Source: an optimization exercise on an open RTL-to-GDS flow (aim: small area and a short achievable clock period). Production flows keep margins and buffers that such runs may drop.
Where RTL was checked, it was by simulation tests only, not by an equivalence proof against the original.
No functional check of the RTL was part of run 1.
No activity file was given, so power comes from the tool's default toggle rates.

## design/flow/design.v

```verilog
module posit8_decode (
  input  [6:0] m,
  output [4:0] scale,
  output [3:0] frac
);
  wire [5:0] y = ~(m[5:0] ^ {6{m[6]}});
  wire t1 = y[5];
  wire t2 = t1 & y[4];
  wire t3 = t2 & y[3];
  wire t4 = t3 & y[2];
  wire t5 = t4 & y[1];
  wire t6 = t5 & y[0];
  wire [6:0] h = {t6, t5 & ~t6, t4 & ~t5, t3 & ~t4, t2 & ~t3, t1 & ~t2, ~t1};
  wire [2:0] lz = {h[4] | h[5] | h[6], h[2] | h[3] | h[6], h[1] | h[3] | h[5]};
  wire [4:0] rest;
  assign rest[4] = (h[0] & m[4]) | (h[1] & m[3]) | (h[2] & m[2]) | (h[3] & m[1]) | (h[4] & m[0]);
  assign rest[3] = (h[0] & m[3]) | (h[1] & m[2]) | (h[2] & m[1]) | (h[3] & m[0]);
  assign rest[2] = (h[0] & m[2]) | (h[1] & m[1]) | (h[2] & m[0]);
  assign rest[1] = (h[0] & m[1]) | (h[1] & m[0]);
  assign rest[0] = h[0] & m[0];
  wire [3:0] regime = m[6] ? {1'b0, lz} : ~{1'b0, lz};
  assign scale = {regime, rest[4]};
  assign frac  = rest[3:0];
endmodule
module posit8_mul_operands (
  input  [7:0] a,
  input  [7:0] b,
  output [4:0] sa,        
  output [4:0] sb,        
  output [3:0] fa,
  output [3:0] fb,
  output       special,   
  output       sign       
);
  wire za = a[6:0] == 7'd0;
  wire zb = b[6:0] == 7'd0;
  wire nar = (za & a[7]) | (zb & b[7]);
  posit8_decode da (.m(a[6:0]), .scale(sa), .frac(fa));
  posit8_decode db (.m(b[6:0]), .scale(sb), .frac(fb));
  assign special = za | zb;
  assign sign    = nar | (~special & (a[7] ^ b[7]));
endmodule
module posit8_mul_product (
  input  [4:0] sa,
  input  [4:0] sb,
  input  [3:0] fa,
  input  [3:0] fb,
  input        special,
  input        sign,
  output [7:0] out
);
  wire [9:0] p = {1'b1, fa} * {1'b1, fb};
  wire       c = p[9];
  wire [3:0] f = c ? p[8:5] : p[7:4];
  wire signed [6:0] s = $signed(sa) + $signed(sb) + $signed({1'b0, c});
  reg [6:0] mag;
  always @* begin
    if (s >= 7'sd12)       mag = 7'h7f;
    else if (s <= -7'sd12) mag = 7'h01;
    else begin : enc
      reg signed [3:0] r;
      reg [2:0] sh;
      reg signed [7:0] w;
      r = s[4:1];
      if (!r[3]) begin sh = r[2:0];  w = {2'b10, s[0], f, 1'b0}; end
      else       begin sh = ~r[2:0]; w = {2'b01, s[0], f, 1'b0}; end
      w = w >>> sh;
      mag = w[7:1];
    end
  end
  assign out = {sign, special ? 7'd0 : mag};
endmodule
module posit8_mul (
  input        clock,
  input  [7:0] io_a_bits,
  input  [7:0] io_b_bits,
  output [7:0] io_out_bits
);
  wire [4:0] sa, sb;
  wire [3:0] fa, fb;
  wire       special, sign;
  reg  [4:0] sa_q, sb_q;
  reg  [3:0] fa_q, fb_q;
  reg        special_q, sign_q;
  reg  [7:0] out_q;
  wire [7:0] prod;
  posit8_mul_operands ops (
    .a(io_a_bits), .b(io_b_bits),
    .sa(sa), .sb(sb), .fa(fa), .fb(fb), .special(special), .sign(sign)
  );
  posit8_mul_product mul (
    .sa(sa_q), .sb(sb_q), .fa(fa_q), .fb(fb_q), .special(special_q), .sign(sign_q),
    .out(prod)
  );
  always @(posedge clock) begin
    sa_q      <= sa;
    sb_q      <= sb;
    fa_q      <= fa;
    fb_q      <= fb;
    special_q <= special;
    sign_q    <= sign;
    out_q     <= prod;
  end
  assign io_out_bits = out_q;
endmodule
```

## design/flow/flow/run.sh

```bash
#!/bin/bash
# Layout flow: the standard ORFS flow (standard.sh) with these changes:
#  - synthesis maps the operand stage (input ports to the first registers)
#    and the rest of the logic in two ABC runs, each with its own delay
#    target (flow/synth_stages.tcl, flow/abc_stage*.script);
#  - adders are left to ABC instead of being mapped to adder cells;
#  - ports are buffered with sky130_fd_sc_hd__buf_2.
# Each tool's output goes to the ORFS logs under orfs/logs; make's own
# output goes to flow_make.log.
set -euo pipefail
export STAGE_FLOW="$PWD/flow"
bash standard.sh \
  "SYNTH_SCRIPT=$PWD/flow/synth_stages.tcl" \
  ADDER_MAP_FILE= \
  "BUFFER_PORTS_ARGS=-buffer_cell sky130_fd_sc_hd__buf_2" \
  finish > flow_make.log 2>&1
```

## design/flow/flow/abc_stage1.script

```
strash
dch
map -D 900
topo
buffer -c
upsize -D 900
dnsize -D 900
```

## design/flow/flow/abc_stage2.script

```
strash
dch
map -D 2600
topo
buffer -c
upsize -D 2600
dnsize -D 2600
```

## design/flow/flow/synth_stages.tcl

```tcl
# The standard synthesis (synth_recipe.tcl), except that ABC maps the
# operand stage (input ports to the first registers) and the rest of the
# logic separately, each with a delay target of its own.
proc synth {args} { yosys synth -nofsm -noshare {*}$args }

proc stage_abc {abc_args} {
  set rest {}
  for {set i 0} {$i < [llength $abc_args]} {incr i} {
    set a [lindex $abc_args $i]
    if {$a eq "-script" || $a eq "-D"} { incr i; continue }
    lappend rest $a
  }
  yosys select -set stage1 w:io_a_bits w:io_b_bits %co*:-sky130_fd_sc_hd__dfxtp_1\[D\]
  yosys abc -script $::env(STAGE_FLOW)/abc_stage1.script {*}$rest @stage1
  yosys abc -script $::env(STAGE_FLOW)/abc_stage2.script {*}$rest
  yosys select -clear
}

set fh [open $::env(SCRIPTS_DIR)/synth.tcl]
set synth_src [read $fh]
close $fh
set n [regsub -all {log_cmd abc \{\*\}\$abc_args} $synth_src {stage_abc $abc_args} synth_src]
if { $n != 1 } { error "synth_stages.tcl: expected one abc call in synth.tcl, found $n" }
eval $synth_src

# left out here: clear keep_hierarchy, flatten, clean up, hide names made inside functions, write 1_2_yosys.v
```

## design/flow/standard.sh

```bash
#!/bin/bash
# synth_recipe.tcl (not shown) runs the flow's synth.tcl, then flattens the netlist and writes it again
# the make line also repeats each setting of config.mk as NAME=value (left out here)
make -C /OpenROAD-flow-scripts/flow DESIGN_CONFIG=/design/flow/config.mk WORK_HOME=/design/flow/orfs CLKGATE_MAP_FILE= SYNTH_SCRIPT=/design/flow/synth_recipe.tcl "${@:-finish}"
```

## design/flow/config.mk

```make
export PLATFORM = sky130hd
export DESIGN_NAME = posit8_mul
export DESIGN_NICKNAME = posit8_mul
export VERILOG_FILES = /design/flow/design.v
export SDC_FILE = /design/flow/constraint.sdc
export NUM_CORES = 4
export LEC_CHECK = 0
export ABC_AREA = 1
export CAP_MARGIN = 20
export CORE_MARGIN = 2
export CORE_UTILIZATION = 40
export SLEW_MARGIN = 20
```

## design/flow/constraint.sdc

```tcl
create_clock -name core_clock -period 9.0 [get_ports {clock}]
set_input_delay 1.8000 -clock core_clock [delete_from_list [all_inputs] [get_ports {clock}]]
set_output_delay 1.8000 -clock core_clock [all_outputs]
set_load 0.01 [all_outputs]
```

==> summary.txt, run 1 <==
largest family of logic cells by synthesized area simple AND/OR/NAND/NOR gates; Placed Cells incl. Taps 484; Yosys warning count 2; maximum clock insertion buffer count 2; drt total wl 5130 um; relative slew slack 0.688; maxcap violations 0; critical path startpoint fb_q[3]; # resized after CTS 0; Reg clk slew, reported paths 0.09 ns; Die X 82.4 um; layout cells sized above 1 0.157; unrepaired setup endpoints after global routing false; count of pins over their slew limit 0; Worst Hold Slack 0.334 ns; Vias 2,457; critical path arrival 3.93 ns; Hold WC Path Type reg2reg; final setup margin 5.23 ns; adder and majority gate portion of the synthesized area 0; Initial DRC Count 117; worst slew pin tran 0.466 ns; Final Non-Filler Cells 488; Post-Synth XOR/XNOR Area 0.117; IO buf count 24; antenna violations before repair 0; detailed-route wire length per cell 10.5 um; Post-synth top flop dfxtp_1; Worst Setup Start Kind flop; Achievable Freq 265 MHz; HPWL Detailed 4270 um; hold bufs inserted after CTS 0; area of the core 5920 um^2; WS Path Type reg2reg; power density of the placed cells 231 nW/um^2; Seq/Total Area, Yosys 0.228; root buf cell clkbuf_8; Post-CTS Setup Bufs 0; Yosys top cell by area dfxtp_1; final worst path period need 3.77 ns; Initial Util 0.416; CTS tree built; Final period util 0.419; H-tree Lvls 1; multiplexer area fraction after synthesis 0; post-route cell area 2710 um^2; hold_sp sign_q; worst-path fanout max 9; complex-gate fraction of the synthesized area 0.181; Synth top area share 0.228; EDFF count, synth 0; Syn Area/Cell 6.34 um^2; Synth area leaders dfxtp_1 23%, nand2_1 14%, nor2_1 8.4%; cell area after synthesis 2460 um^2; Place WS 5.27 ns; Worst EP required 9.16 ns; CTS buffer count 3; syn nets 405; Final Hold Fails 0; largest net degree at the start of global routing 16; first-pass GRT wire length 8750 um; post-synth cell types 48; Placer Congestion 0.930; Sink Count 28; Clock Latency Late Sink 0.27 ns; vias per cell 5.03; final core occ 0.458; Layout area overhead 10.2%; Power, Total 0.625 mW; TritonRoute pass-1 iters 7; TNS Setup 0 ns; number of synthesized register bits 28; dpl cell area 2660 um^2; Async SR Flop Fraction 0; Die H 82.4 um; row count 28; final clock skew 0.00503 ns; post-route ant nets 0; hold depth 0; reg2reg path depth 20; gr usage total 0.161; DRC errors left 0; Mapped Cells 388; status finished clean; Max VDD drop 0.0000882 V; GRT Residual Overflow 0; I/O Pins 25; leak pwr 1.33 nW; die area 6800 um^2; Post-Synth Simple-Gate Area 0.386; Reg-to-Reg Start fb_q[3]; Nets 431; count of final setup violators 0; ANT cells 0; Setup crit end kind flop; number of global-route vias before repair 2,097
## cells in the mapped netlist (3+ instances only)
cell / count
or2_2: 4
nor2_1: 55
inv_2: 7
nand2_2: 4
o21ai_0: 14
inv_1: 46
xnor2_1: 10
dfxtp_1: 28
nand4_1: 10
xor2_1: 16
a31oi_1: 3
nand2_1: 89
nor3_1: 4
o21ai_1: 4
nand3_1: 22
a21oi_1: 16
nor4_1: 3
or2_1: 3
o21ai_2: 3
a22oi_1: 6
a21oi_2: 3
and2_1: 4
## where the power goes
group          internal, mW  leakage, nW  switching (mW)
Sequential            0.150        0.235          0.0104
Combinational         0.140         1.07           0.250
Clock                0.0391       0.0288          0.0350
Total                 0.329         1.33           0.296
## critical path, stage by stage (launching register included)
cell and delay (ns):
dfxtp_1 0.39, nand2_1 0.12, inv_2 0.07, nand3_1 0.15, nand3_1 0.14, inv_2 0.05, or2_1 0.23, xor2_1 0.19
nor3_1 0.09, a2111oi_0 0.32, nand2_1 0.21, o21ai_2 0.26, nand3_2 0.14, nand3_4 0.13, nand4_2 0.14, nand2_2 0.16
nand4_1 0.23, a221oi_1 0.36, o22ai_1 0.14, nand2_1 0.07, a21oi_1 0.05
## state kept, by name, summed over array words and instances (netlist names)
signal and cells:
sa_q 5, fb_q 4, sign_q 1, special_q 1, sb_q 5, fa_q 4, out_q 8
## cell type report
class                      count  area [um^2]
clock buffer                   4         55.1
fill                         621         3210
inverter                      53          199
multi-input combinational    304         1680
sequential                    28          561
tap                           75         93.8
timing repair buffer          24          120
## kinds of logic after synthesis
kind of cell | count (synthesis)
AO/OA/AOI/OAI | 67
AND/OR/NAND/NOR | 208
flip-flops | 28
buffers and inverters | 56
XOR/XNOR | 29
## routing by layer
metal / up-vias / share of wire / track usage
li1: 1326 / - / -
met1: 1065 / 0.49 / 0.206
met2: 62 / 0.47 / 0.290
met3: 4 / 0.033 / 0.0130
met4: 0 / 0.0094 / 0.0400
met5: - / 0 / 0
## placed cells by master (no fill, tap or decap), types with 6 or more instances in the layout
cell / synthesis / layout
xor2_1: 16 / 16
nand2_1: 89 / 89
a22oi_1: 6 / 6
o21ai_0: 14 / 14
nor2_1: 55 / 55
inv_1: 46 / 46
buf_2: 0 / 24
nand3_1: 22 / 22
dfxtp_1: 28 / 28
nand4_1: 10 / 10
a21oi_1: 16 / 16
inv_2: 7 / 7
xnor2_1: 10 / 10
## path summary, 6_finish.rpt
kind,to,slack [ns]
worst max register to register,out_q[0],5.23
worst min register to register,out_q[7],0.33
worst min-delay path,out_q[7],0.33
worst max-delay path,out_q[0],5.23
==> inputs of run 2 (changes only) <==
==> design/flow/design.v (replaced) <==
module posit8_decode (
  input  [6:0] m,
  output [3:0] regime,    
  output       exp,
  output [3:0] frac
);
  wire [5:0] y = ~(m[5:0] ^ {6{m[6]}});
  wire t1 = y[5];
  wire t2 = t1 & y[4];
  wire t3 = t2 & y[3];
  wire t4 = t3 & y[2];
  wire t5 = t4 & y[1];
  wire t6 = t5 & y[0];
  wire [6:0] h = {t6, t5 & ~t6, t4 & ~t5, t3 & ~t4, t2 & ~t3, t1 & ~t2, ~t1};
  wire [2:0] lz = {h[4] | h[5] | h[6], h[2] | h[3] | h[6], h[1] | h[3] | h[5]};
  wire [4:0] rest;
  assign rest[4] = (h[0] & m[4]) | (h[1] & m[3]) | (h[2] & m[2]) | (h[3] & m[1]) | (h[4] & m[0]);
  assign rest[3] = (h[0] & m[3]) | (h[1] & m[2]) | (h[2] & m[1]) | (h[3] & m[0]);
  assign rest[2] = (h[0] & m[2]) | (h[1] & m[1]) | (h[2] & m[0]);
  assign rest[1] = (h[0] & m[1]) | (h[1] & m[0]);
  assign rest[0] = h[0] & m[0];
  assign regime = m[6] ? {1'b0, lz} : ~{1'b0, lz};
  assign exp    = rest[4];
  assign frac   = rest[3:0];
endmodule
module posit8_mul_operands (
  input  [7:0] a,
  input  [7:0] b,
  output [3:0] ra,        
  output [3:0] rb,
  output       ea,
  output       eb,
  output [3:0] fa,
  output [3:0] fb,
  output       special,   
  output       sign       
);
  wire za = a[6:0] == 7'd0;
  wire zb = b[6:0] == 7'd0;
  wire nar = (za & a[7]) | (zb & b[7]);
  posit8_decode da (.m(a[6:0]), .regime(ra), .exp(ea), .frac(fa));
  posit8_decode db (.m(b[6:0]), .regime(rb), .exp(eb), .frac(fb));
  assign special = za | zb;
  assign sign    = nar | (~special & (a[7] ^ b[7]));
endmodule
module posit8_mul_product (
  input  [3:0] ra,
  input  [3:0] rb,
  input        ea,
  input        eb,
  input  [3:0] fa,
  input  [3:0] fb,
  input        special,
  input        sign,
  output [7:0] out
);
  wire [9:0] p = {1'b1, fa} * {1'b1, fb};
  wire       c = p[9];
  wire [4:0] rs  = {ra[3], ra} + {rb[3], rb};
  wire [4:0] rs0 = rs + {4'd0, ea & eb};      
  wire [4:0] rs1 = rs + {4'd0, ea | eb};      
  wire       ex  = ea ^ eb;
  wire [6:0] mag0, mag1;
  posit8_encode enc0 (.r(rs0), .w({ex, p[7:4]}), .mag(mag0));
  posit8_encode enc1 (.r(rs1), .w({~ex, p[8:5]}), .mag(mag1));
  wire [6:0] mag = c ? mag1 : mag0;
  assign out = {sign, special ? 7'd0 : mag};
endmodule
module posit8_encode (
  input  [4:0] r,
  input  [4:0] w,
  output [6:0] mag
);
  wire neg = r[4];
  wire sat_hi = ~neg & (r[3:0] >= 4'd6);
  wire sat_lo = neg & (r[3:0] <= 4'd10);      
  wire [2:0] sh = neg ? ~r[2:0] : r[2:0];
  reg [6:0] m;
  always @* begin
    case (sh)
      3'd0: m = {~neg, neg, w};
      3'd1: m = {~neg, ~neg, neg, w[4:1]};
      3'd2: m = {{3{~neg}}, neg, w[4:2]};
      3'd3: m = {{4{~neg}}, neg, w[4:3]};
      3'd4: m = {{5{~neg}}, neg, w[4]};
      default: m = {{6{~neg}}, neg};
    endcase
  end
  assign mag = sat_hi ? 7'h7f : sat_lo ? 7'h01 : m;
endmodule
module posit8_mul (
  input        clock,
  input  [7:0] io_a_bits,
  input  [7:0] io_b_bits,
  output [7:0] io_out_bits
);
  wire [3:0] ra, rb;
  wire       ea, eb;
  wire [3:0] fa, fb;
  wire       special, sign;
  reg  [3:0] ra_q, rb_q;
  reg        ea_q, eb_q;
  reg  [3:0] fa_q, fb_q;
  reg        special_q, sign_q;
  reg  [7:0] out_q;
  wire [7:0] prod;
  posit8_mul_operands ops (
    .a(io_a_bits), .b(io_b_bits),
    .ra(ra), .rb(rb), .ea(ea), .eb(eb), .fa(fa), .fb(fb),
    .special(special), .sign(sign)
  );
  posit8_mul_product mul (
    .ra(ra_q), .rb(rb_q), .ea(ea_q), .eb(eb_q), .fa(fa_q), .fb(fb_q),
    .special(special_q), .sign(sign_q),
    .out(prod)
  );
  always @(posedge clock) begin
    ra_q      <= ra;
    rb_q      <= rb;
    ea_q      <= ea;
    eb_q      <= eb;
    fa_q      <= fa;
    fb_q      <= fb;
    special_q <= special;
    sign_q    <= sign;
    out_q     <= prod;
  end
  assign io_out_bits = out_q;
endmodule
==> design/flow/flow/abc_stage2.script (replaced) <==
strash
dch
map -D 2200
topo
buffer -c
upsize -D 2200
dnsize -D 2200
==> run 2 against run 1 <==
  * Synthesized cell count up 17%
  * Global-route usage grew 0.87 points
  * Via count is 18% higher
  * Design area is 14% higher
  * Sequential share of layout area decreased by 2.5 points
  * Total power increased by 7.2%
  * Register-to-register slack improved by 0.68 ns
  * Hold slack better by 0.0026 ns
  * Synthesized area rose by 14%
  * Still clean on timing, DRC and antenna
  * Setup slack gained 0.67 ns
  * Clock skew increased by 0.0053 ns
==> summary.txt, run 2 <==
Most flops, register out_q; Place WS 5.62 ns; count of pins over their slew limit 0; maximum clock insertion buffer count 2; Final period util 0.345; Async SR Flop Fraction 0; Max VDD drop 0.0000754 V; Seq/Total Area, Yosys 0.200; # resized after CTS 0; Yosys warning count 2; worst-path fanout max 9; critical path, cell by cell buf_2 > inv_1 > nor2_1 > nor2_1 > a21oi_1 > inv_1 > nor2_1 > inv_1 > nor2_1 > nor3_1 > xor2_1; relative slew slack 0.600; TritonRoute pass-1 iters 4; Top Family by Delay on Critical Path simple AND/OR/NAND/NOR gates; Reg clk slew, reported paths 0.10 ns; H-tree Lvls 1; most common cell after layout, fill and taps aside nand2_1; most instantiated cells after synthesis 85 x nand2_1, 74 x nor2_1, 67 x inv_1; Placed Cells incl. Taps 571; WP depth 11; Vias 2,907; syn nets 471; first-pass GRT wire length 10,600 um; WS Path Type in2reg; crit path max-delay cell type nor2_1; Worst Setup Start Kind input pin; EDFF count, synth 0; status finished clean; count leader, synth nand2_1; gr usage total 0.170; CTS buffer count 3; final worst path period need 3.10 ns; hold bufs inserted after CTS 0; Initial Util 0.413; antenna violations before repair 0; Hold WC Path Type reg2reg; number of global-route vias before repair 2,514; critical path arrival 3.32 ns; layout cells sized above 1 0.132; Clock Latency Late Sink 0.28 ns; final setup margin 5.90 ns; power density of the placed cells 218 nW/um^2; vias per cell 5.06; Reg-to-Reg Start fb_q[2]; maxcap violations 0; Die H 87.7 um; row count 30; ANT cells 0; Setup crit end ra_q[0]; reg2reg end out_q[3]; HPWL Detailed 5340 um; cell area after synthesis 2800 um^2; CTS tree built; Sink Count 28; Power, Total 0.670 mW; Final Hold Fails 0; Bufs and invs on worst path 4; Synth top area share 0.200; hold depth 0; I/O Pins 25; largest net degree at the start of global routing 16; root buf cell clkbuf_8; Placer Congestion 0.919; DRC errors left 0; Post-CTS Setup Bufs 0; Worst EP required 9.22 ns; Achievable Freq 322 MHz; slowest stage delay, CP 0.31 ns; area of the core 6790 um^2; drt total wl 6380 um; TNS Setup 0 ns; Syn Area/Cell 6.18 um^2; critical path startpoint io_a_bits[6]; Setup crit end kind flop; Die X 87.7 um; CP dominant cell by count nor2_1; post-route ant nets 0; detailed-route wire length per cell 11.1 um; Mapped Cells 454; reg2reg path depth 16; Initial DRC Count 156; Nets 497; Final Non-Filler Cells 575; most frequent cells in the layout 85 x nand2_1, 74 x nor2_1, 67 x inv_1; Layout area overhead 9.86%; number of synthesized register bits 28; IO buf count 24; GRT Residual Overflow 0; Yosys top cell by area dfxtp_1; Synth area leaders dfxtp_1 20%, nand2_1 11%, nor2_1 9.9%; worst slew pin tran 0.595 ns; unrepaired setup endpoints after global routing false; die area 7700 um^2; count of final setup violators 0; Post-synth top flop dfxtp_1; final core occ 0.453; max reg flops 8; Reg2Reg Setup Slack 5.91 ns; final clock skew 0.0104 ns; leak pwr 1.49 nW; post-synth cell types 53
run 2: per-layer routing:
layer	vias to the layer above	global-route usage	part of all wire
met1	1272	0.216	0.46
met4	0	0.0587	0.018
met2	79	0.293	0.47
li1	1548	-	-
met3	8	0.0226	0.048
met5	-	0	0
run 2: cell families (layout without fill, tap and decap cells):
family,count (synthesis),after routing,synth area share
xor gates and xnor gates,23,23,0.101
DFF,28,28,0.200
and+or+nand+nor,239,239,0.382
buffers and inverters,75,100,0.103
AOI/OAI and AO/OA,89,89,0.214
run 2: worst min-delay path by stage:
| stage | start | end |
|---|---|---|
| floorplan | sign_q | out_q[7] |
| global placement | sign_q | out_q[7] |
| detailed placement | sign_q | out_q[7] |
| CTS | sign_q | out_q[7] |
| global route | sign_q | out_q[7] |
| finish | sign_q | out_q[7] |
run 2: worst register-to-register path: cells and delay by family, from the launching register on:
kind | cells | cell delay (ns)
simple gates | 8 | 1.13
compound gates | 5 | 1.11
flops | 1 | 0.43
xor+xnor | 1 | 0.18
buf+inv | 2 | 0.14
run 2: layout make-up:
| type | instances | area, um^2 |
|---|---|---|
| clock buffer | 4 | 55.1 |
| fill | 709 | 3710 |
| inverter | 72 | 270 |
| multi-input combinational | 351 | 1950 |
| sequential | 28 | 561 |
| tap | 96 | 120 |
| timing repair buffer | 24 | 120 |
run 2: power by group:
| group | switching [mW] | internal, mW | total [mW] |
|---|---|---|---|
| clock | 0.0395 | 0.0392 | 0.0787 |
| sequential | 0.0120 | 0.151 | 0.163 |
| combinational | 0.273 | 0.156 | 0.428 |
run 2: stage by stage:
stage               cell area, um^2  hold slack [ns]
finish                         3080            0.336
floorplan                      2800            0.310
detailed placement             3030            0.313
global route                   3080            0.363
CTS                            3080            0.335
global placement               3030            0.315
==> inputs of run 3 (changes only) <==
==> design/flow/design.v (replaced) <==
module posit8_decode (
  input  [6:0] m,
  output       rsign,     
  output [2:0] lz,        
  output       exp,
  output [3:0] frac
);
  wire [5:0] y = ~(m[5:0] ^ {6{m[6]}});
  wire t1 = y[5];
  wire t2 = t1 & y[4];
  wire t3 = t2 & y[3];
  wire t4 = t3 & y[2];
  wire t5 = t4 & y[1];
  wire t6 = t5 & y[0];
  wire [6:0] h = {t6, t5 & ~t6, t4 & ~t5, t3 & ~t4, t2 & ~t3, t1 & ~t2, ~t1};
  assign lz = {h[4] | h[5] | h[6], h[2] | h[3] | h[6], h[1] | h[3] | h[5]};
  wire [4:0] rest;
  assign rest[4] = (h[0] & m[4]) | (h[1] & m[3]) | (h[2] & m[2]) | (h[3] & m[1]) | (h[4] & m[0]);
  assign rest[3] = (h[0] & m[3]) | (h[1] & m[2]) | (h[2] & m[1]) | (h[3] & m[0]);
  assign rest[2] = (h[0] & m[2]) | (h[1] & m[1]) | (h[2] & m[0]);
  assign rest[1] = (h[0] & m[1]) | (h[1] & m[0]);
  assign rest[0] = h[0] & m[0];
  assign rsign  = m[6];
  assign exp    = rest[4];
  assign frac   = rest[3:0];
endmodule
module posit8_mul_operands (
  input  [7:0] a,
  input  [7:0] b,
  output       rsa,       
  output [2:0] lza,       
  output       rsb,
  output [2:0] lzb,
  output       ea,
  output       eb,
  output [3:0] fa,
  output [3:0] fb,
  output       special,   
  output       sign       
);
  wire za = a[6:0] == 7'd0;
  wire zb = b[6:0] == 7'd0;
  wire nar = (za & a[7]) | (zb & b[7]);
  posit8_decode da (.m(a[6:0]), .rsign(rsa), .lz(lza), .exp(ea), .frac(fa));
  posit8_decode db (.m(b[6:0]), .rsign(rsb), .lz(lzb), .exp(eb), .frac(fb));
  assign special = za | zb;
  assign sign    = nar | (~special & (a[7] ^ b[7]));
endmodule
module posit8_mul_product (
  input        rsa,
  input  [2:0] lza,
  input        rsb,
  input  [2:0] lzb,
  input        ea,
  input        eb,
  input  [3:0] fa,
  input  [3:0] fb,
  input        special,
  input        sign,
  output [7:0] out
);
  wire [3:0] ra = rsa ? {1'b0, lza} : ~{1'b0, lza};
  wire [3:0] rb = rsb ? {1'b0, lzb} : ~{1'b0, lzb};
  wire [4:0] r0 = {ra[3], ra} + {rb[3], rb} + {4'd0, ea & eb};    
  wire       e0 = ea ^ eb;
  wire       s  = ~r0[4];                         
  wire [3:0] k  = s ? r0[3:0] : ~r0[3:0];          
  wire       sat_hi = s & (r0[3:0] >= 4'd6);       
  wire       sat_lo = ~s & (r0[3:0] <= 4'd9);      
  wire       r0_m1  = r0 == 5'b11111;              
  wire [5:0] q;
  posit8_fracmul fm (.fa(fa), .fb(fb), .q(q));
  wire       c = q[5];
  wire [5:0] g0 = {1'b0, e0, q[3:0]};
  wire [5:0] g1 = ~e0  ? {2'b01, q[4:1]} :
                  s     ? {3'b100, q[4:2]} :
                  r0_m1 ? {2'b10, q[4:1]} :
                          {1'b1, q[4:1], 1'b0};
  wire [5:0] g = c ? g1 : g0;
  wire [6:0] y = {s | g[5], g[5] ^ ~s, g[4:0]};
  reg [6:0] code;
  always @* begin
    case (k[2:0])
      3'd0: code = y;
      3'd1: code = {s, y[6:1]};
      3'd2: code = {{2{s}}, y[6:2]};
      3'd3: code = {{3{s}}, y[6:3]};
      3'd4: code = {{4{s}}, y[6:4]};
      default: code = {{5{s}}, y[6:5]};
    endcase
  end
  wire [6:0] mag = sat_hi ? 7'h7f : sat_lo ? 7'h01 : code;
  assign out = {sign, special ? 7'd0 : mag};
endmodule
module posit8_fracmul (
  input  [3:0] fa,
  input  [3:0] fb,
  output [5:0] q       
);
  wire [15:0] pp;
  genvar gi, gj;
  generate
    for (gi = 0; gi < 4; gi = gi + 1) begin : g_row
      for (gj = 0; gj < 4; gj = gj + 1) begin : g_col
        assign pp[gi*4+gj] = fa[gi] & fb[gj];
      end
    end
  endgenerate
  wire w1 = pp[7] ^ pp[10];
  wire w2 = pp[7] & pp[10];
  wire w3 = pp[11] ^ pp[14];
  wire w4 = pp[11] & pp[14];
  wire w5 = pp[3] ^ pp[6];
  wire w6 = pp[3] & pp[6];
  wire w7 = pp[13] ^ fa[0] ^ fb[0];
  wire w8 = (pp[13] & fa[0]) | (pp[13] & fb[0]) | (fa[0] & fb[0]);
  wire w9 = fa[1] ^ fb[1] ^ w2;
  wire w10 = (fa[1] & fb[1]) | (fa[1] & w2) | (fb[1] & w2);
  wire w11 = pp[15] ^ fa[2] ^ fb[2];
  wire w12 = (pp[15] & fa[2]) | (pp[15] & fb[2]) | (fa[2] & fb[2]);
  wire w13 = pp[2] ^ pp[5];
  wire w14 = pp[2] & pp[5];
  wire w15 = pp[9] ^ pp[12] ^ w5;
  wire w16 = (pp[9] & pp[12]) | (pp[9] & w5) | (pp[12] & w5);
  wire w17 = w1 ^ w6 ^ w7;
  wire w18 = (w1 & w6) | (w1 & w7) | (w6 & w7);
  wire w19 = w3 ^ w8 ^ w9;
  wire w20 = (w3 & w8) | (w3 & w9) | (w8 & w9);
  wire w21 = w4 ^ w10 ^ w11;
  wire w22 = (w4 & w10) | (w4 & w11) | (w10 & w11);
  wire w23 = fa[3] ^ fb[3] ^ w12;
  wire w24 = (fa[3] & fb[3]) | (fa[3] & w12) | (fb[3] & w12);
  wire [9:0] ra = {1'b0, 1'b1, w22, w20, w18, w16, w14, pp[8], pp[1], pp[0]};
  wire [9:0] rb = {1'b0, w24, w23, w21, w19, w17, w15, w13, pp[4], 1'b0};
  wire [9:0] g0 = ra & rb;
  wire [9:0] p0 = ra ^ rb;
  wire [9:0] g1 = g0 | (p0 & {g0[8:0], 1'b0});
  wire [9:0] p1 = p0 & {p0[8:0], 1'b0};
  wire [9:0] g2 = g1 | (p1 & {g1[7:0], 2'b0});
  wire [9:0] p2 = p1 & {p1[7:0], 2'b0};
  wire [9:0] g3 = g2 | (p2 & {g2[5:0], 4'b0});
  wire [9:0] p3 = p2 & {p2[5:0], 4'b0};
  wire [9:0] g4 = g3 | (p3 & {g3[1:0], 8'b0});
  wire [9:0] sum = p0 ^ {g4[8:0], 1'b0};
  assign q = sum[9:4];
endmodule
module posit8_mul (
  input        clock,
  input  [7:0] io_a_bits,
  input  [7:0] io_b_bits,
  output [7:0] io_out_bits
);
  wire       rsa, rsb;
  wire [2:0] lza, lzb;
  wire       ea, eb;
  wire [3:0] fa, fb;
  wire       special, sign;
  reg        rsa_q, rsb_q;
  reg  [2:0] lza_q, lzb_q;
  reg        ea_q, eb_q;
  reg  [3:0] fa_q, fb_q;
  reg        special_q, sign_q;
  reg  [7:0] out_q;
  wire [7:0] prod;
  posit8_mul_operands ops (
    .a(io_a_bits), .b(io_b_bits),
    .rsa(rsa), .lza(lza), .rsb(rsb), .lzb(lzb), .ea(ea), .eb(eb), .fa(fa), .fb(fb),
    .special(special), .sign(sign)
  );
  posit8_mul_product mul (
    .rsa(rsa_q), .lza(lza_q), .rsb(rsb_q), .lzb(lzb_q), .ea(ea_q), .eb(eb_q), .fa(fa_q), .fb(fb_q),
    .special(special_q), .sign(sign_q),
    .out(prod)
  );
  always @(posedge clock) begin
    rsa_q     <= rsa;
    lza_q     <= lza;
    rsb_q     <= rsb;
    lzb_q     <= lzb;
    ea_q      <= ea;
    eb_q      <= eb;
    fa_q      <= fa;
    fb_q      <= fb;
    special_q <= special;
    sign_q    <= sign;
    out_q     <= prod;
  end
  assign io_out_bits = out_q;
endmodule
--- a/design/flow/flow/run.sh
+++ b/design/flow/flow/run.sh
@@ -14,3 +14,4 @@
   ADDER_MAP_FILE= \
   "BUFFER_PORTS_ARGS=-buffer_cell sky130_fd_sc_hd__buf_2" \
+  $(cat flow/make_args 2>/dev/null || true) \
   finish > flow_make.log 2>&1
==> design/flow/flow/abc_stage2.script (replaced) <==
strash
dch
map -D 2500
topo
buffer -c
upsize -D 2500
dnsize -D 2500
==> run 3 against run 2 <==
  * Synthesized area shrank 14%
  * Sequential power is essentially flat
  * Maximum frequency is 4.9% lower
  * Clock power down about 20%
  * Wire length decreased by 27%
  * Register-to-register slack worse by 0.17 ns
  * Largest cell class unchanged
  * Sequential share of layout area rose by 3.1 points
  * Clock skew shrank 0.0032 ns
  * Non-clock buffer count unchanged
  * Total power shrank 12%
  * Setup slack got worse by 0.16 ns
==> summary.txt, run 3 <==
Reg clk slew, reported paths 0.09 ns; # resized after CTS 0; drt total wl 4660 um; H-tree Lvls 1; WP depth 21; area of the core 5850 um^2; maxcap violations 0; hold bufs inserted after CTS 0; Reg-to-Reg Start fb_q[2]; Initial Util 0.411; detailed-route wire length per cell 10.5 um; cell area after synthesis 2400 um^2; Sink Count 28; vias per cell 5.01; Nets 388; ANT cells 0; most common cell after layout, fill and taps aside nand2_1; final core occ 0.449; Comb pwr share 0.620; row count 28; Mapped Cells 347; unrepaired setup endpoints after global routing false; Yosys warning count 2; reg2reg path depth 21; Yosys top cell by area dfxtp_1; internal power 0.322 mW; status finished clean; TNS Setup 0 ns; most frequent cells in the layout 62 x nand2_1, 45 x nor2_1, 42 x inv_1; clock share of power 0.106; Async SR Flop Fraction 0; most instantiated cells after synthesis 62 x nand2_1, 45 x nor2_1, 42 x inv_1; relative slew slack 0.499; antenna violations before repair 0; Clock Latency Late Sink 0.26 ns; I/O Pins 25; number of global-route vias before repair 1,878; root buf cell clkbuf_8; EDFF count, synth 0; Most flops, register out_q; critical path arrival 3.40 ns; CTS tree built; Post-CTS Setup Bufs 0; Initial DRC Count 93; slowest stage delay, CP 0.49 ns; Final Hold Fails 0; Synth area leaders dfxtp_1 23%, nand2_1 9.7%, xor2_1 7.3%; TritonRoute pass-1 iters 4; DRC errors left 0; reg2reg end out_q[1]; die area 6650 um^2; count of final setup violators 0; first-pass GRT wire length 7980 um; Worst EP required 9.14 ns; Bufs and invs on worst path 2; leak pwr 1.21 nW; Vias 2,224; crit path max-delay cell type dfxtp_1; critical path startpoint fb_q[2]; Die X 81.5 um; largest net degree at the start of global routing 15; layout cells sized above 1 0.209; Die H 81.5 um; Max VDD drop 0.000130 V; max reg flops 8; worst slew pin tran 0.744 ns; CTS buffer count 3; syn nets 364; Seq/Total Area, Yosys 0.233; Final period util 0.362; Synth top area share 0.233; Post-synth top flop dfxtp_1; sequential share of power 0.274; Setup crit end kind flop; maximum clock insertion buffer count 2; Top Family by Delay on Critical Path simple AND/OR/NAND/NOR gates; worst-path fanout max 8; GRT Residual Overflow 0; count leader, synth nand2_1; Worst Setup Start Kind flop; final worst path period need 3.26 ns; post-route ant nets 0; power density of the placed cells 225 nW/um^2; Sw Ratio 0.454; post-synth cell types 50; gr usage total 0.148; count of pins over their slew limit 0; WS Path Type reg2reg; number of synthesized register bits 28; IO buf count 24; final clock skew 0.00712 ns; Layout area overhead 9.26%; Reg2Reg Setup Slack 5.74 ns; top flop regs out_q x8, fa_q x4, fb_q x4; Achievable Freq 307 MHz; Setup crit end out_q[1]; net load switching power 0.268 mW; Hold WC Path Type reg2reg; HPWL Detailed 3940 um; Placer Congestion 0.842; critical path, cell by cell inv_2 > nor2_4 > a21oi_2 > or2_1 > nand2_1 > xor2_1 > nor2_1 > or2_4 > nor2_2 > nand2_2 > o21ai_2 > maj3_4 > nor2_4 > nor2_4 > inv_2 > nand2_2 > nand2_2 > a221oi_2 > o211ai_2 > o211ai_2 > a21oi_2; Syn Area/Cell 6.93 um^2
==> run 3: kinds of logic after synthesis <==
logic type               count (synthesis)  synth area share
XOR/XNOR                                32             0.123
buffers and inverters                   57            0.0957
adder cells (fa/ha/maj)                  3            0.0151
AO/OA/AOI/OAI                           67             0.215
AND/OR/NAND/NOR                        160             0.318
flip-flops                              28             0.233
==> run 3: final cells by class <==
class	instances	area, um^2
Fill cell	579	3220
Multi-Input combinational cell	262	1610
Sequential cell	28	561
Inverter	52	198
Timing Repair Buffer	24	120
Tap cell	75	93.8
Clock buffer	3	41.3
==> run 3: how the worst min path moves through the flow <==
stage	startpoint	end	slack, ns	cells after the start
final	sign_q	out_q[7]	0.34	0
after CTS	sign_q	out_q[7]	0.34	0
after global placement	sign_q	out_q[7]	0.31	0
after floorplan	sign_q	out_q[7]	0.31	0
after detailed placement	sign_q	out_q[7]	0.32	0
after global routing	sign_q	out_q[7]	0.35	0
==> run 3: power groups by stage <==
stage / logic (mW) / clock network (mW) / registers (mW)
after global placement: 0.365 / 0 / 0.165
after detailed placement: 0.364 / 0 / 0.165
final: 0.366 / 0.0628 / 0.162
after floorplan: 0.289 / 0 / 0.171
after global routing: 0.409 / 0.0695 / 0.165
after CTS: 0.365 / 0.0657 / 0.162
==> run 3: routing by layer <==
layer,wire length [um],global-route usage,share of wire
met1,2240,0.196,0.48
met2,2210,0.253,0.47
met3,145,0.0231,0.031
met4,60,0.0339,0.013
met5,0,0,0
==> run 3: per-stage QoR <==
stage                     instances  total power [mW]  hold slack (ns)  setup slack (ns)  instance area, um^2
final                           444             0.591            0.336              5.74                 2630
after global routing            444             0.643            0.349              5.36                 2630
after CTS                       444             0.593            0.343              5.74                 2630
after detailed placement        441             0.530            0.321              5.68                 2590
after global placement          441             0.530            0.313              5.66                 2590
after floorplan                 347             0.460            0.310              5.84                 2400
==> inputs of run 4 (changes only) <==
==> design/flow/flow/abc_stage2.script (replaced) <==
strash
dch
map -D 2200
topo
buffer -c
upsize -D 2200
dnsize -D 2200
--- a/design/flow/flow/synth_stages.tcl
+++ b/design/flow/flow/synth_stages.tcl
@@ -15,4 +15,10 @@
   yosys abc -script $::env(STAGE_FLOW)/abc_stage2.script {*}$rest
   yosys select -clear
+  if { [file exists $::env(STAGE_FLOW)/stage1_ff] } {
+    set fh [open $::env(STAGE_FLOW)/stage1_ff]
+    set ff [string trim [read $fh]]
+    close $fh
+    yosys chtype -set $ff t:sky130_fd_sc_hd__dfxtp_1 c:out_q* %d
+  }
 }
 
==> run 4 against run 3 <==
  * Combinational power grew 7.1%
  * Sequential share of layout area shrank 0.61 points
  * Non-clock buffer count is the same
  * Wire length grew 7.7%
  * Core utilization grew 0.51 points
  * Total power grew 6.5%
  * Synthesized area grew 2.5%
  * Critical path depth shrank 5
  * Largest power group unchanged
==> summary.txt, run 4 <==
most instantiated cells after synthesis 70 x nand2_1, 41 x nor2_1, 37 x inv_1; unrepaired setup endpoints after global routing false; most frequent cells in the layout 70 x nand2_1, 41 x nor2_1, 37 x inv_1; max reg flops 8; count of pins over their slew limit 0; Synth area leaders dfxtp_1 23%, nand2_1 11%, xor2_1 7.1%; vias per cell 5.04; Initial DRC Count 103; Setup crit end kind flop; HPWL Detailed 4220 um; Worst Setup Start Kind flop; row count 28; syn nets 370; number of synthesized register bits 28; Synth top area share 0.227; dpl cell area 2650 um^2; fillcell total 630; DRC errors left 0; I/O Pins 25; Layout area overhead 9.69%; maxcap violations 0; die area 6810 um^2; maximum clock insertion buffer count 2; hold bufs inserted after CTS 0; Nets 395; hold_sp sign_q; worst slew pin tran 0.646 ns; max layer used met4; root buf cell clkbuf_8; Final period util 0.340; antenna violations before repair 0; leak pwr 1.24 nW; TritonRoute pass-1 iters 4; Yosys top cell by area dfxtp_1; reg2reg path depth 16; CTS buffer count 3; layout cells sized above 1 0.218; Min-Delay Endpoint out_q[7]; WS Path Type reg2reg; Sink Count 28; relative slew slack 0.566; reg2reg end out_q[5]; Vias 2,279; drt total wl 5020 um; final worst path period need 3.06 ns; H-tree Lvls 1; Final Hold Fails 0; Yosys warning count 2; largest net degree at the start of global routing 16; IO buf count 24; Reg2Reg Setup Slack 5.94 ns; cell area after synthesis 2470 um^2; Placer Congestion 0.864; Reg clk slew, reported paths 0.09 ns; post-route ant nets 0; Die X 82.5 um; Initial Util 0.414; Mapped Cells 353; count of final setup violators 0; met1 wire length 2410 um; Die H 82.5 um; EDFF count, synth 0; met2 WL 2390 um; detailed-route wire length per cell 11.1 um; post-route cell area 2710 um^2; Achievable Freq 327 MHz; first-pass GRT wire length 8700 um; final clock skew 0.00258 ns; # resized after CTS 0; gr usage total 0.161; count leader, synth nand2_1; worst-path fanout max 10; most common cell after layout, fill and taps aside nand2_1; ANT cells 0; post-synth cell types 45; number of global-route vias before repair 2,056; Reg-to-Reg Start rsa_q; area of the core 5960 um^2; CTS tree built; Syn Area/Cell 6.99 um^2; Hold WC Path Type reg2reg; Post-synth top flop dfxtp_1; Max VDD drop 0.0000872 V; power density of the placed cells 233 nW/um^2; met3 wire len 154 um; Worst EP required 9.16 ns; top flop regs out_q x8, fa_q x4, fb_q x4; critical path arrival 3.22 ns; status finished clean; hold depth 0; Async SR Flop Fraction 0; Most flops, register out_q; TNS Setup 0 ns; Post-CTS Setup Bufs 0; GRT Residual Overflow 0; Seq/Total Area, Yosys 0.227; Clock Latency Late Sink 0.27 ns
[run 4: how the worst max path moves through the flow]
stage	startpoint	endpoint	cells after the start
CTS	rsa_q	out_q[1]	16
global route	rsa_q	out_q[1]	16
global placement	io_a_bits[6]	lza_q[1]	8
detailed placement	io_a_bits[6]	lza_q[1]	8
finish	rsa_q	out_q[5]	16
floorplan	io_a_bits[6]	fa_q[3]	9
[run 4: kinds of logic after synthesis]
group	synth area share
AOI/OAI and AO/OA	0.189
xor gates and xnor gates	0.137
adders and majority gates	0.00913
buffers and inverters	0.0791
DFF	0.227
and+or+nand+nor	0.358
[run 4: power by group]
| part | internal (mW) | switching, mW | total [mW] | leakage, nW |
|---|---|---|---|---|
| sequential | 0.150 | 0.0125 | 0.163 | 0.234 |
| clock | 0.0391 | 0.0353 | 0.0744 | 0.0288 |
| combinational | 0.145 | 0.247 | 0.392 | 0.979 |
[run 4: routing by layer]
layer,track usage,vias to the layer above
met5,0,-
met2,0.283,47
li1,-,1215
met1,0.210,1012
met3,0.0130,5
met4,0.0443,0
[run 4: cell type report]
class	instances	area [um^2]	share of cell area
Sequential cell	28	561	0.207
Inverter	44	165	0.0611
Clock buffer	4	55.1	0.0204
Multi-Input combinational cell	277	1710	0.632
Tap cell	75	93.8	0.0347
Timing Repair Buffer	24	120	0.0444
[run 4: worst max-delay path: stages, from the launching register on]
cell and delay, ns:
dfxtp_1 0.43, xor2_1 0.28, maj3_2 0.27, o21ai_2 0.08, nand3_2 0.06, nand2_2 0.07
a21oi_4 0.28, inv_2 0.15, or2_1 0.28, nand2_4 0.12, nor2_1 0.08, nand2_1 0.05
inv_1 0.09, o22ai_2 0.22, nand2_1 0.11, o31ai_1 0.27, a21oi_1 0.09
[run 4: metrics by stage]
step                      worst slack (ns)  total power [mW]   util  instances  hold slack, ns
after global routing                  5.62             0.689  0.454        452           0.346
after CTS                             5.92             0.631  0.454        452           0.335
after floorplan                       5.84             0.474      -        353           0.310
after detailed placement              5.75             0.555  0.445        448           0.313
final                                 5.94             0.629  0.454        452           0.332
after global placement                5.82             0.553  0.445        448           0.313
==> inputs of run 5 (changes only) <==
==> design/flow/flow/abc_stage1.script (replaced) <==
strash
dch
map -D 900 -F 2
topo
buffer -c
upsize -D 900
dnsize -D 900
==> design/flow/flow/abc_stage2.script (replaced) <==
strash
dch
map -D 2200 -F 2
topo
buffer -c
upsize -D 2200
dnsize -D 2200
==> run 5 against run 4 <==
  * Cell count increased by 1.5%
  * Largest cell class unchanged
  * Non-clock buffer count stayed put
  * Critical endpoint is now out_q[0]
  * Largest power group unchanged
  * Critical path depth increased by 3
  * Highest routed layer unchanged
  * Setup slack better by 0.088 ns
  * Via count rose by 2.5%
  * Critical path type unchanged
  * Clock skew grew 0.0061 ns
  * Sequential power about the same
  * Synthesized area down 3.2%
==> summary.txt, run 5 <==
power density of the placed cells 224 nW/um^2; Reg-to-Reg Start rsb_q; syn nets 377; Post-synth top flop dfxtp_1; Yosys top cell by area dfxtp_1; area taken by multi-input logic gates 1610 um^2; EDFF count, synth 0; antenna violations before repair 0; Reg clk slew, reported paths 0.10 ns; ANT cells 0; largest net degree at the start of global routing 16; final worst path period need 2.97 ns; Final period util 0.330; vias per cell 5.09; Sink Count 28; met2 GRT Util 0.288; Post-CTS Setup Bufs 0; cell area after synthesis 2390 um^2; IO buf count 24; hold depth 0; Vias 2,336; WS Path Type reg2reg; Power, Total 0.586 mW; gr usage total 0.163; net load switching power 0.268 mW; relative slew slack 0.718; H-tree Lvls 1; Min-Delay Endpoint out_q[7]; most instantiated cells after synthesis 76 x nand2_1, 44 x inv_1, 43 x nor2_1; Register Area 561 um^2; status finished clean; Seq/Total Area, Yosys 0.235; maximum clock insertion buffer count 2; unrepaired setup endpoints after global routing false; Most flops, register out_q; CTS tree built; gr busiest metal met2; Worst EP required 9.16 ns; crit path max-delay cell type dfxtp_1; complex-gate fraction of the synthesized area 0.197; Yosys warning count 2; Setup crit end kind flop; GRT met1 Usage 0.210; I/O Pins 25; Post-Synth Simple-Gate Area 0.338; Max VDD drop 0.000102 V; most common cell after layout, fill and taps aside nand2_1; # resized after CTS 0; max reg flops 8; Worst Setup Start Kind flop; count leader, synth nand2_1; Achievable Freq 337 MHz; count of pins over their slew limit 0; routing usage on met3 0.0167; worst-path fanout max 8; number of synthesized register bits 28; area of the core 5850 um^2; CTS buffer count 3; drt total wl 4930 um; largest family of logic cells by synthesized area simple AND/OR/NAND/NOR gates; Reg2Reg Setup Slack 6.03 ns; critical path, cell by cell xnor2_1 > nand2_1 > nand2_1 > nor2_2 > a21oi_1 > o21ai_2 > nand3_2 > nand2_2 > nand2_2 > o21ai_2 > nor2_2 > nand4_1 > nand2_1 > o21ai_1 > a32o_1 > a21oi_1 > nand4_1 > o31ai_1 > a21oi_1; Initial DRC Count 117; count of final setup violators 0; Async SR Flop Fraction 0; maxcap violations 0; TritonRoute pass-1 iters 5; critical path arrival 3.13 ns; layout cells sized above 1 0.169; post-synth cell types 45; Sw Ratio 0.457; DRC errors left 0; number of global-route vias before repair 2,117; internal power 0.319 mW; leak pwr 1.24 nW; Hold WC Path Type reg2reg; Comb pwr share 0.595; GRT Residual Overflow 0; slowest stage delay, CP 0.48 ns; clock share of power 0.130; reg2reg path depth 19; Mapped Cells 360; die area 6600 um^2; Synth area leaders dfxtp_1 23%, nand2_1 12%, inv_1 6.9%; TNS Setup 0 ns; Synth top area share 0.235; adder and majority gate portion of the synthesized area 0.00891; HPWL Detailed 4100 um; root buf cell clkbuf_8; hold_sp sign_q; multiplexer area fraction after synthesis 0; most frequent cells in the layout 76 x nand2_1, 44 x inv_1, 43 x nor2_1; first-pass GRT wire length 8840 um; Final Hold Fails 0; Layout area overhead 9.70%; Die H 81.3 um; detailed-route wire length per cell 10.7 um; final clock skew 0.00867 ns; Syn Area/Cell 6.63 um^2; Placer Congestion 0.917; post-route ant nets 0; fillcell total 604; Nets 402; Post-Synth XOR/XNOR Area 0.131; Initial Util 0.408; sequential share of power 0.275; row count 28; hold bufs inserted after CTS 0; top flop regs out_q x8, fa_q x4, fb_q x4; Clock Latency Late Sink 0.27 ns; worst slew pin tran 0.422 ns; reg2reg end out_q[0]; Die X 81.3 um
run 5: cell type report:
class / count / area share
sequential: 28 / 0.214
clock buffer: 4 / 0.0210
timing repair buffer: 24 / 0.0459
multi-input combinational: 281 / 0.615
tap: 75 / 0.0358
inverter: 47 / 0.0683
run 5: cell families after synthesis:
family                     after synthesis
AOI/OAI and AO/OA                       70
DFF                                     28
and+or+nand+nor                        176
buffers and inverters                   51
xor gates and xnor gates                33
adders and majority gates                2
run 5: power groups by stage:
stage	Sequential, mW	Clock (mW)	Combinational, mW
CTS	0.162	0.0788	0.348
detailed placement	0.165	0	0.347
finish	0.161	0.0760	0.349
global placement	0.164	0	0.344
floorplan	0.171	0	0.269
global route	0.164	0.0830	0.400
run 5: layer usage:
layer | routed length [um] | vias to the layer above
li1 | - | 1245
met3 | 106 | 8
met1 | 2330 | 1047
met2 | 2410 | 36
met5 | 0 | -
met4 | 80 | 0
run 5: worst max path at each step:
stage                  from  slack [ns]        to  cells past startpoint
4_1_cts             fb_q[2]        6.02  out_q[2]                     20
6_report              rsb_q        6.03  out_q[0]                     19
2_1_floorplan  io_a_bits[6]        5.84   fa_q[3]                      9
5_1_grt               rsa_q        5.65  out_q[5]                     18
3_5_place_dp   io_a_bits[6]        5.76  lza_q[1]                      8
3_3_place_gp   io_a_bits[6]        5.81  lza_q[1]                      8
run 5: critical path: cells and delay by family (launching register included):
| family | cells | cell delay, ns |
|---|---|---|
| flip-flops | 1 | 0.48 |
| AO/OA/AOI/OAI | 8 | 1.18 |
| AND/OR/NAND/NOR | 10 | 1.01 |
| XOR/XNOR | 1 | 0.18 |
run 5: per-stage QoR:
step | utilization | area [um^2] | instances | worst slack, ns | hold slack [ns]
after floorplan | - | 2390 | 360 | 5.84 | 0.310
after global placement | 0.438 | 2560 | 455 | 5.81 | 0.317
after detailed placement | 0.438 | 2560 | 455 | 5.76 | 0.313
after CTS | 0.448 | 2620 | 459 | 6.02 | 0.337
after global routing | 0.448 | 2620 | 459 | 5.65 | 0.348
final | 0.448 | 2620 | 459 | 6.03 | 0.334

==> what the ideal ports hide <==
How much do the figures lean on ideal ports? The routed layouts below were timed once more, with nothing changed but the port constraints.
Step 1, drivers: a clkbuf_16 drives clock and a buf_2 each remaining input, both assumed.
Step 2 times the ports against the registers' clock, not the clock port: input delays grow and output delays shrink by t, the midpoint of the rising clock arrivals with the driver on.
Slacks: no drivers / after step 1 / after step 2; pairs: no drivers / after step 1.
run	t, ns	slack for setup (ns)	hold WS [ns]	worst setup path at the end	latest minus earliest clock arrival (ns)
run 1	0.293	5.231 / 5.231 / 5.231	0.334 / 0.334 / 0.334	register to register	0.007 / 0.006
run 2	0.305	5.898 / 5.909 / 5.604	0.336 / 0.336 / 0.336	input to register	0.011 / 0.011
run 3	0.289	5.738 / 5.738 / 5.681	0.336 / 0.336 / 0.336	input to register	0.007 / 0.008
run 4	0.296	5.943 / 5.943 / 5.760	0.332 / 0.332 / 0.332	input to register	0.003 / 0.002
run 5	0.293	6.031 / 6.031 / 5.762	0.334 / 0.334 / 0.334	input to register	0.009 / 0.010
After both steps setup and hold are still met in every run listed. The setup slack of run 2, which loses most, moves by +0.011 ns with the drivers and by -0.294 ns with both steps.
